Context: an optimization exercise on an open-source flow, tuned for small area. The choices shown serve that exercise and are no tape-out recipe.
In this exercise RTL edits were held to simulation tests only and were not proved equivalent to the original.
Power is estimated from default activity; no workload was simulated.

## the previous run
==> flow/design.v (excerpt) <==
module alu(clk, rst, d1, d2, op, dout);
    input clk, rst;
    input [3:0] op;
    input [31:0] d1;
    input [31:0] d2;
    output reg [31:0] dout;
    wire is_add  = (op == 4'd0);
    wire is_sub  = (op == 4'd1);
    wire is_and  = (op == 4'd2);
    wire is_or   = (op == 4'd3);
    wire is_xor  = (op == 4'd4);
    wire is_srl  = (op == 4'd5);
    wire is_sll  = (op == 4'd6);
    wire is_slt  = (op == 4'd7);
    wire is_sra  = (op == 4'd8);
    wire is_sltu = (op == 4'd9);
    wire hold    = op[3] & (op[2] | op[1]);
    wire nr      = ~rst;
    genvar i;
    wire        sub = is_sub | is_slt | is_sltu;
    wire [31:0] bx  = d2 ^ {32{sub}};
    wire [31:0] pp  = d1 ^ bx;
    wire [31:0] gg  = d1 & bx;
    wire [32:0] pg0 = {pp, 1'b0};
    wire [32:0] gg0 = {gg, sub};
    wire G0_1 = gg0[1] | (pg0[1] & gg0[0]);
    wire P0_1 = pg0[1] & pg0[0];
    wire G0_3 = gg0[3] | (pg0[3] & gg0[2]);
    wire P0_3 = pg0[3] & pg0[2];
    wire G0_5 = gg0[5] | (pg0[5] & gg0[4]);
    wire P0_5 = pg0[5] & pg0[4];
    wire G0_7 = gg0[7] | (pg0[7] & gg0[6]);
    wire P0_7 = pg0[7] & pg0[6];
  ...
export LEC_CHECK = 0
export CAP_MARGIN = 20
export CORE_MARGIN = 2
export CORE_UTILIZATION = 30
export GPL_ROUTABILITY_DRIVEN = 0
export PLACE_DENSITY = 0.8
export SLEW_MARGIN = 20
create_clock -name core_clock -period 5.0 [get_ports {clk}]
standard.sh (not shown) runs the stock make flow with config.mk's settings and CLKGATE_MAP_FILE= SYNTH_SCRIPT=/design/flow/synth_recipe.tcl, a recipe that flattens the netlist after the stock synthesis.
==> flow/flow/run.sh <==
#!/bin/bash
# Own layout flow: the standard ORFS flow (standard.sh), with
#  - ORFS's synthesis run unchanged except that ABC maps with an area script
#    (flow/abc_area.script, hooked in by flow/abc_hook.tcl) in place of the
#    delay-oriented one;
#  - the extra make settings in flow/make_args.txt (one per line): ports
#    buffered with sky130_fd_sc_hd__buf_1, clock tree built from clkbuf_8
#    without dummy loads, and ORFS's power recovery (gate downsizing) after
#    global routing.
# The tools' logs are ORFS's own, under orfs/logs; make's output is flow.log.
set -euo pipefail
W=$PWD
export AREA_ABC_SCRIPT=$W/flow/abc_area.script
{ head -n 1 synth_recipe.tcl; echo "source $W/flow/abc_hook.tcl"; tail -n +2 synth_recipe.tcl; } > synth_area.tcl
EXTRA=()
if [[ -f flow/make_args.txt ]]; then mapfile -t EXTRA < flow/make_args.txt; fi
bash standard.sh SYNTH_SCRIPT=$W/synth_area.tcl "${EXTRA[@]}" finish > flow.log 2>&1
==> flow/flow/abc_area.script <==
&get -n
&st
&synch2
&nf -R 1000 -p -F 8 -A 4
&put
topo
stime -c
buffer -c
upsize -c
dnsize -c
==> flow/flow/abc_hook.tcl <==
# Run ABC with an area-oriented script instead of ORFS's delay-oriented one.
# Everything else in ORFS's synthesis is left as it is.
proc abc {args} {
  set i [lsearch -exact $args -script]
  if { $i >= 0 } {
    set args [lreplace $args [expr {$i + 1}] [expr {$i + 1}] $::env(AREA_ABC_SCRIPT)]
  }
  set j [lsearch -exact $args -D]
  if { $j >= 0 } {
    set args [lreplace $args $j [expr {$j + 1}]]
  }
  yosys abc {*}$args
}
==> flow/flow/make_args.txt <==
BUFFER_PORTS_ARGS=-buffer_cell sky130_fd_sc_hd__buf_1
CTS_ARGS=-sink_clustering_enable -repair_clock_nets -dont_use_dummy_load -buf_list sky130_fd_sc_hd__clkbuf_8
RECOVER_POWER=100
Per the final summary, the previous run finished and its layout is clean on timing, DRC and antenna.
For the current run, these inputs were changed with respect to the previous run:
# the previous run
export LEC_CHECK = 0
export CAP_MARGIN = 20
export CORE_MARGIN = 2
export CORE_UTILIZATION = 30
export GPL_ROUTABILITY_DRIVEN = 0
export PLACE_DENSITY = 0.8
export SLEW_MARGIN = 20
create_clock -name core_clock -period 5.0 [get_ports {clk}]
# the current run
export LEC_CHECK = 0
export CAP_MARGIN = 20
export CORE_MARGIN = 2
export CORE_UTILIZATION = 40
export GPL_TIMING_DRIVEN = 0
export SETUP_SLACK_MARGIN = 0.05
export SLEW_MARGIN = 20
create_clock -name core_clock -period 5.0 [get_ports {clk}]
==> flow/flow/abc_area.script <==
&get -n
&st
&synch2
&nf -R 1000 -p
&put
topo
stime -c
buffer -c
upsize -c
dnsize -c
[summary]
Between the previous run and the current run, time the worst path needs with I/O delays and setup increased. Compared to the previous run, the current run was floorplanned on a smaller die. The run with more setup slack is the previous run; the current run has less. The current run vs the previous run on layout-stage area growth over the synthesis result: the current run is the higher one. In the tables for the current run and the previous run, number of multi-input combinational cells reads higher with the current run. The previous run -> the current run: clock transition at the registers of the reported paths flat. The current run has completed all stages; timing, DRC and antenna checks passed. Of the two values seen for capture point of the worst path, dout[0]$_DFF_P_ was produced by the previous run and dout[26]$_DFF_P_ by the current run. Synthesized cell count: the current run higher than the previous run. Comparing critical path's largest stage delay for the current run and the previous run, the bigger number came from the current run.

* * *

== lane 1 ==
Starting RTL as in the previous note.
Settings: LEC_CHECK=0, CAP_MARGIN=20, CORE_MARGIN=2, CORE_UTILIZATION=40, SLEW_MARGIN=20; clock period 5.0 ns.
==> flow/flow/abc_area.script <==
&get -n
&st
&synch2
&nf -R 1000 -p -F 8 -A 4
&put
topo
stime -c
buffer -c
upsize -c
dnsize -c
==> flow/flow/make_args.txt <==
BUFFER_PORTS_ARGS=-buffer_cell sky130_fd_sc_hd__buf_1
CTS_ARGS=-sink_clustering_enable -repair_clock_nets -dont_use_dummy_load -buf_list sky130_fd_sc_hd__clkbuf_8
RECOVER_POWER=100
GPL_KEEP_OVERFLOW=0.3
Scripts as last shown in full above: flow/flow/run.sh, flow/flow/abc_hook.tcl
Changes in lane 2 relative to lane 1:
- SLEW_MARGIN now 0, was 20
- CAP_MARGIN now 0, was 20
--- a/flow/flow/make_args.txt
+++ b/flow/flow/make_args.txt
@@ -3,2 +3 @@
 RECOVER_POWER=100
-GPL_KEEP_OVERFLOW=0.3
Row sum of buffers and inverters on the critical path: lane 2 lower / lane 1 higher. Against lane 1, lane 2 comes in 12 points higher on max-slew headroom at the worst pin. Looking at the reports, lane 2 completed the entire flow and the layout it produced met the timing, design-rule and antenna checks. Going from lane 1 to lane 2, smallest hold slack up 0.025 ns; met1 wire length grew by 2.0%; layout-stage area growth over the synthesis result shows a reduction of 6.1 points; design area shows a reduction of about 5%; global-route usage saw a decrease. Looking at post-route non-filler standard cell count, lane 2 sits 4.1% below lane 1. Compared with lane 1, lane 2 improves switching component of the power. Lane 2 — worst reg-to-reg setup slack 0.03 ns higher, lane 1 as reference. Route | lane 2 vs lane 1 | wire shorter in lane 2.
For lane 3, these inputs were changed with respect to lane 2:
- GPL_ROUTABILITY_DRIVEN newly set to 0
- PLACE_DENSITY newly set to 0.8
- CAP_MARGIN changed from 0 to 20
- SLEW_MARGIN changed from 0 to 20
==> notes.md <==
- Summary of lane 3 over lane 2: clock latency reported for the late side of the worst-skew pair now sits at about the same level, maximum frequency now sits higher.
- Compared with lane 2, in lane 3 sequential portion of the cell area essentially unchanged; overall fraction of global-route tracks in use -3.5 points; routing usage on met3 higher; fraction of the mapped netlist area in compound gates essentially unchanged; detailed-route wire length has decreased.
- Wire length on met2: higher on lane 2
- Delay contributed by the slowest stage of the critical path: lane 2 vs lane 3 — no meaningful difference
Relative to lane 3, the following input files were edited for lane 4:
- GPL_ROUTABILITY_DRIVEN: 0 -> unset
- PLACE_DENSITY: 0.8 -> unset
==> flow/flow/run.sh <==
#!/bin/bash
# Own layout flow: the standard ORFS flow, with
#  - ORFS's synthesis run unchanged except that ABC maps with an area script
#    (flow/abc_area.script) in place of the delay-oriented one;
#  - ports buffered with sky130_fd_sc_hd__buf_1.
# Each tool's output goes to the ORFS logs under orfs/logs; make's to flow.log.
set -euo pipefail
W=$PWD
export AREA_ABC_SCRIPT=$W/flow/abc_area.script
{ head -n 1 synth_recipe.tcl; echo "source $W/flow/abc_hook.tcl"; tail -n +2 synth_recipe.tcl; } > synth_area.tcl
EXTRA=()
if [[ -f flow/make_args.txt ]]; then mapfile -t EXTRA < flow/make_args.txt; fi
bash standard.sh SYNTH_SCRIPT=$W/synth_area.tcl "${EXTRA[@]}" finish > flow.log 2>&1
==> flow/flow/abc_area.script <==
&get -n
&st
&dch
&nf -R 1000
&put
topo
stime -c
buffer -c
upsize -c
dnsize -c
--- outcome ---
Of lane 3 and lane 4, the higher final critical delay including setup and external delays belongs to lane 4. Synthesized cell count (higher): lane 4. On lane 4: largest stage delay on the critical path is 0.02 ns higher than what lane 3 gave. Lane 4 falls short of lane 3 in net switching power of the design. Lane 4 ended with every stage complete and zero timing, DRC or antenna violations.

-- port drivers added, routing unchanged --
The flow's constraints put no driver on any port. The routed layouts listed below were extracted and timed again, unchanged, in two steps. Step 1 assumes that a clkbuf_16 drives the clock port and a buf_2 every other input. Step 2 also shifts input and output timing later by t, the mid clock arrival at the registers, as if the neighbouring blocks saw the same clock. Three values: ideal, step 1, step 2; two values: the first two.
run	t (ns)	setup slack, ns	hold WS [ns]	cell pins on the clock port's net
the previous run	0.329	0.382 / 0.393 / 0.064	0.525 / 0.525 / 0.525	1
the current run	0.332	0.212 / 0.216 / -0.115	0.520 / 0.520 / 0.520	1
lane 1	0.320	0.475 / 0.487 / 0.167	0.495 / 0.495 / 0.495	1
lane 2	0.316	0.372 / 0.376 / 0.060	0.520 / 0.520 / 0.520	1
lane 3	0.326	0.417 / 0.430 / 0.104	0.510 / 0.510 / 0.510	1
lane 4	0.311	0.209 / 0.216 / -0.095	0.452 / 0.452 / 0.452	1
Met with ideal ports but missed after step 2: setup timing in the current run and lane 4. For the current run, which loses most, drivers alone change the setup slack by +0.004 ns; drivers and shift together by -0.327 ns.
